Source: an optimization exercise on an open RTL-to-GDS flow (aim: small area). Production flows keep margins and buffers that such runs may drop. Power is estimated from default activity; no workload was simulated.

==> flow/design.v <==
module lab5 (input clk, SWO, input [15:0] IR_in, output logic [3:0] OPCODE, output logic [7:0] PC, alu_out, W_REG);
localparam logic [2:0] IF0 = 3'd0, ID = 3'd1, FD = 3'd2, EX = 3'd3, RWB = 3'd4, IF = 3'd5, ID0 = 3'd6;
logic [2:0] state;
logic [3:0] OP, RA, RB, RD;
logic [7:0] A, B;
logic ph;
logic [7:0] S0 [0:7];
logic [7:0] S1 [0:7];
assign OP = IR_in[15:12];
assign RA = IR_in[11:8];
assign RB = IR_in[7:4];
assign RD = IR_in[3:0];
assign OPCODE = OP;
logic [7:0] ap, aq, asum;
logic [8:0] ac;
logic ge_s;
always_comb begin
  if (state == IF) begin
    ap = PC;
    aq = (OP == 4'd14 && ge_s) ? {4'b0, RD} : 8'd1;
    ac[0] = 1'b0;
  end else begin
    ap = (OP == 4'd7 || OP == 4'd8) ? B : A;
    case (OP)
      4'd3:    aq = {4'b0, RB};
      4'd4, 4'd14: aq = ~B;
      4'd7:    aq = 8'h00;
      4'd8:    aq = 8'hFF;
      default: aq = B;
    endcase
    ac[0] = (OP == 4'd4) || (OP == 4'd7) || (OP == 4'd14);
  end
  for (int i = 0; i < 8; i++) begin
    asum[i] = ap[i] ^ aq[i] ^ ac[i];
    ac[i+1] = (ap[i] & aq[i]) | (ap[i] & ac[i]) | (aq[i] & ac[i]);
  end
end
logic [7:0] mul;
always_comb begin
  logic [7:0] acc, row;
  logic c;
  acc = A & {8{B[0]}};
  for (int i = 1; i < 8; i++) begin
    row = (A << i) & {8{B[i]}};
    c = 1'b0;
    for (int j = i; j < 8; j++) begin
      logic s;
      s = acc[j] ^ row[j] ^ c;
      c = (acc[j] & row[j]) | (acc[j] & c) | (row[j] & c);
      acc[j] = s;
    end
  end
  mul = acc;
end
logic [7:0] quo;
always_comb begin
  logic [7:0] r, x, d;
  logic [8:0] c;
  logic bnz;
  r = 8'b0;
  for (int k = 7; k >= 1; k--) begin
    x = {r[6:0], A[k]};
    c[0] = 1'b1;
    for (int i = 0; i < 8 - k; i++) begin
      d[i] = x[i] ^ ~B[i] ^ c[i];
      c[i+1] = (x[i] & ~B[i]) | (x[i] & c[i]) | (~B[i] & c[i]);
    end
    quo[k] = c[8-k] && ((B >> (8 - k)) == 8'b0);
    r = 8'b0;
    for (int i = 0; i < 8 - k; i++) r[i] = quo[k] ? d[i] : x[i];
  end
  quo[0] = {r[6:0], A[0]} >= B;
  bnz = |B;
  quo = quo & {8{bnz}};
end
always_comb begin
  case (OP)
    4'd1:  alu_out = {RA, RB};
    4'd2, 4'd3, 4'd4, 4'd7, 4'd8: alu_out = asum;
    4'd5:  alu_out = mul;
    4'd6:  alu_out = quo;
    4'd9:  alu_out = ~(A | B);
    4'd10: alu_out = ~(A & B);
    4'd11: alu_out = A ^ B;
    4'd12: alu_out = ~B;
    default: alu_out = 8'b0;
  endcase
  if (state == IF) alu_out = W_REG;
end
logic wr;
assign wr = (state == EX || state == RWB) && (RD[0] != ph) && !(OP == 4'd13 || OP == 4'd14 || OP == 4'd15);
always_ff @(posedge clk) ge_s <= ac[8];
logic [7:0] pc_next;
assign pc_next = (OP == 4'd13) ? {RA, RB} : asum;
logic clr;
assign clr = (state == IF0) || (state == ID0);
logic [7:0] rda, rdb;
always_comb begin
  rda = (RA[0] ^ ph) ? S1[RA[3:1]] : S0[RA[3:1]];
  rdb = (RB[0] ^ ph) ? S1[RB[3:1]] : S0[RB[3:1]];
end
always_ff @(posedge clk or posedge SWO) begin
  if (SWO) begin
    state <= IF0;
    PC <= 8'b0;
    W_REG <= 8'b0;
    A <= 8'b0;
    B <= 8'b0;
    ph <= 1'b0;
  end else begin
    W_REG <= alu_out;
    A <= clr ? 8'b0 : rda;
    B <= clr ? 8'b0 : rdb;
    ph <= ~ph;
    if (state == IF) PC <= pc_next;
    case (state)
      IF0:     state <= ID0;
      IF:      state <= ID;
      ID, ID0: state <= FD;
      FD:      state <= EX;
      EX:      state <= RWB;
      default: state <= (OP == 4'd0) ? RWB : IF;
    endcase
  end
end
logic [7:0] ld, hold;
always_comb
  for (int m = 0; m < 8; m++) begin
    ld[m] = wr && RD[3:1] == 3'(m);
    hold[m] = !ld[m] && !clr;
  end
always_ff @(posedge clk) begin
  for (int m = 0; m < 8; m++) begin
    S1[m] <= S0[m];
    S0[m] <= (W_REG & {8{ld[m]}}) | (S1[m] & {8{hold[m]}});
  end
end
endmodule
Settings: LEC_CHECK=0, ABC_AREA=1, CAP_MARGIN=20, CELL_PAD_IN_SITES_DETAIL_PLACEMENT=1, CELL_PAD_IN_SITES_GLOBAL_PLACEMENT=1, CORE_MARGIN=2, CORE_UTILIZATION=35, SLEW_MARGIN=20; clock period 17.0 ns.
standard.sh (not shown) runs the stock make flow with config.mk's settings and CLKGATE_MAP_FILE= SYNTH_SCRIPT=/design/flow/synth_recipe.tcl, a recipe that flattens the netlist after the stock synthesis.
==> flow/flow/run.sh <==
#!/bin/bash
# Own layout flow: the standard flow (standard.sh) with three changes.
#  - Synthesis maps the logic with an area-oriented ABC script (flow/abc_area.script)
#    and without Yosys's full-adder extraction; registers are mapped exactly as in the
#    standard synthesis (same script, same dfflibmap step).
#  - Port buffers use the smallest buffer cell.
#  - Clock tree synthesis uses small clock buffers and no dummy loads.
# Each make call's full output goes to a log file in the work folder.
set -euo pipefail
W=$PWD
rm -rf "$W/scripts_area"
cp -r "$FLOW_HOME/scripts" "$W/scripts_area"
cp "$W/flow/abc_area.script" "$W/scripts_area/abc_area.script"
KNOBS=(SCRIPTS_DIR="$W/scripts_area" ADDER_MAP_FILE= ABC_AREA=1
  BUFFER_PORTS_ARGS="-buffer_cell sky130_fd_sc_hd__buf_1"
  CTS_ARGS="-sink_clustering_enable -repair_clock_nets -dont_use_dummy_load -buf_list sky130_fd_sc_hd__clkbuf_8")
bash standard.sh "${KNOBS[@]}" synth > "$W/log_synth.txt" 2>&1
bash standard.sh "${KNOBS[@]}" finish > "$W/log_layout.txt" 2>&1
==> flow/flow/abc_area.script <==
strash
dch -f
&get -n
&dch -f
&nf -R 1000
&put
topo
The starting point completed without violations.
Then changed:
--- a/flow/design.v
+++ b/flow/design.v
@@ -13,23 +13,29 @@
 assign OPCODE = OP;
 logic [7:0] ap, aq, asum;
 logic [8:0] ac;
 logic ge_s;
+logic [7:0] div_x;
 always_comb begin
   if (state == IF) begin
     ap = PC;
     aq = (OP == 4'd14 && ge_s) ? {4'b0, RD} : 8'd1;
     ac[0] = 1'b0;
   end else begin
-    ap = (OP == 4'd7 || OP == 4'd8) ? B : A;
+    case (OP)
+      4'd5:    ap = A & {8{B[0]}};
+      4'd6:    ap = div_x;
+      4'd7:    ap = 8'h00;
+      4'd8:    ap = 8'hFF;
+      default: ap = A;
+    endcase
     case (OP)
       4'd3:    aq = {4'b0, RB};
-      4'd4, 4'd14: aq = ~B;
-      4'd7:    aq = 8'h00;
-      4'd8:    aq = 8'hFF;
+      4'd4, 4'd6, 4'd14: aq = ~B;
+      4'd5:    aq = (A << 1) & {8{B[1]}};
       default: aq = B;
     endcase
-    ac[0] = (OP == 4'd4) || (OP == 4'd7) || (OP == 4'd14);
+    ac[0] = (OP == 4'd4) || (OP == 4'd6) || (OP == 4'd7) || (OP == 4'd14);
   end
   for (int i = 0; i < 8; i++) begin
     asum[i] = ap[i] ^ aq[i] ^ ac[i];
     ac[i+1] = (ap[i] & aq[i]) | (ap[i] & ac[i]) | (aq[i] & ac[i]);
@@ -38,10 +44,10 @@
 logic [7:0] mul;
 always_comb begin
   logic [7:0] acc, row;
   logic c;
-  acc = A & {8{B[0]}};
-  for (int i = 1; i < 8; i++) begin
+  acc = asum;
+  for (int i = 2; i < 8; i++) begin
     row = (A << i) & {8{B[i]}};
     c = 1'b0;
     for (int j = i; j < 8; j++) begin
       logic s;
@@ -68,9 +74,10 @@
     quo[k] = c[8-k] && ((B >> (8 - k)) == 8'b0);
     r = 8'b0;
     for (int i = 0; i < 8 - k; i++) r[i] = quo[k] ? d[i] : x[i];
   end
-  quo[0] = {r[6:0], A[0]} >= B;
+  div_x = {r[6:0], A[0]};
+  quo[0] = ac[8];
   bnz = |B;
   quo = quo & {8{bnz}};
 end
 always_comb begin
@@ -78,12 +85,12 @@
     4'd1:  alu_out = {RA, RB};
     4'd2, 4'd3, 4'd4, 4'd7, 4'd8: alu_out = asum;
     4'd5:  alu_out = mul;
     4'd6:  alu_out = quo;
-    4'd9:  alu_out = ~(A | B);
-    4'd10: alu_out = ~(A & B);
-    4'd11: alu_out = A ^ B;
-    4'd12: alu_out = ~B;
+    4'd9:  alu_out = ~(ap | aq);
+    4'd10: alu_out = ~(ap & aq);
+    4'd11: alu_out = ap ^ aq;
+    4'd12: alu_out = ~aq;
     default: alu_out = 8'b0;
   endcase
   if (state == IF) alu_out = W_REG;
 end
=>
- The new run ran to the end with no violations
- die area decreases by 2.3%
- clock skew shrinks by 0.0067 ns
- global-route usage came out higher by 2.1 points
- routed wire length grows by 5.5%
- clock power is about the same
- cell area climbs by 6.1%
- register-to-register slack got worse by 0.58 ns
- non-clock buffer count goes up by 48
- critical path depth is higher by 18
- via count went up by 2.9%
- flip-flop and latch count does not change
- first-iteration DRC count climbs by 5.3%
Function was not checked in any run of this note: the RTL went through the layout flow alone.

## port drivers added, routing unchanged
Ports are ideal in the flow. The routed layouts listed here were re-timed in OpenROAD.
Step 1, drivers: a clkbuf_16 drives clk and a buf_2 each remaining input, both assumed.
Step 2 moves the port delays by t, midway between the first and last clock arrival at a register: inputs arrive t later, outputs are due t later. That takes back most of the time a late clock gives input paths.
Slacks: ideal / step 1 / step 2; pairs: ideal / step 1.
run | t, ns | setup slack, ns | worst hold slack (ns) | clock arrival spread, ns | slew at the worst register clock pin (ns)
the first run | 0.479 | 1.281 / 1.235 / 1.714 | 0.349 / 0.349 / 0.349 | 0.039 / 0.039 | 0.10 / 0.10
the second run | 0.476 | 0.671 / 0.628 / 1.104 | 0.359 / 0.359 / 0.359 | 0.036 / 0.036 | 0.10 / 0.10
After both steps setup and hold are still met in every run listed.
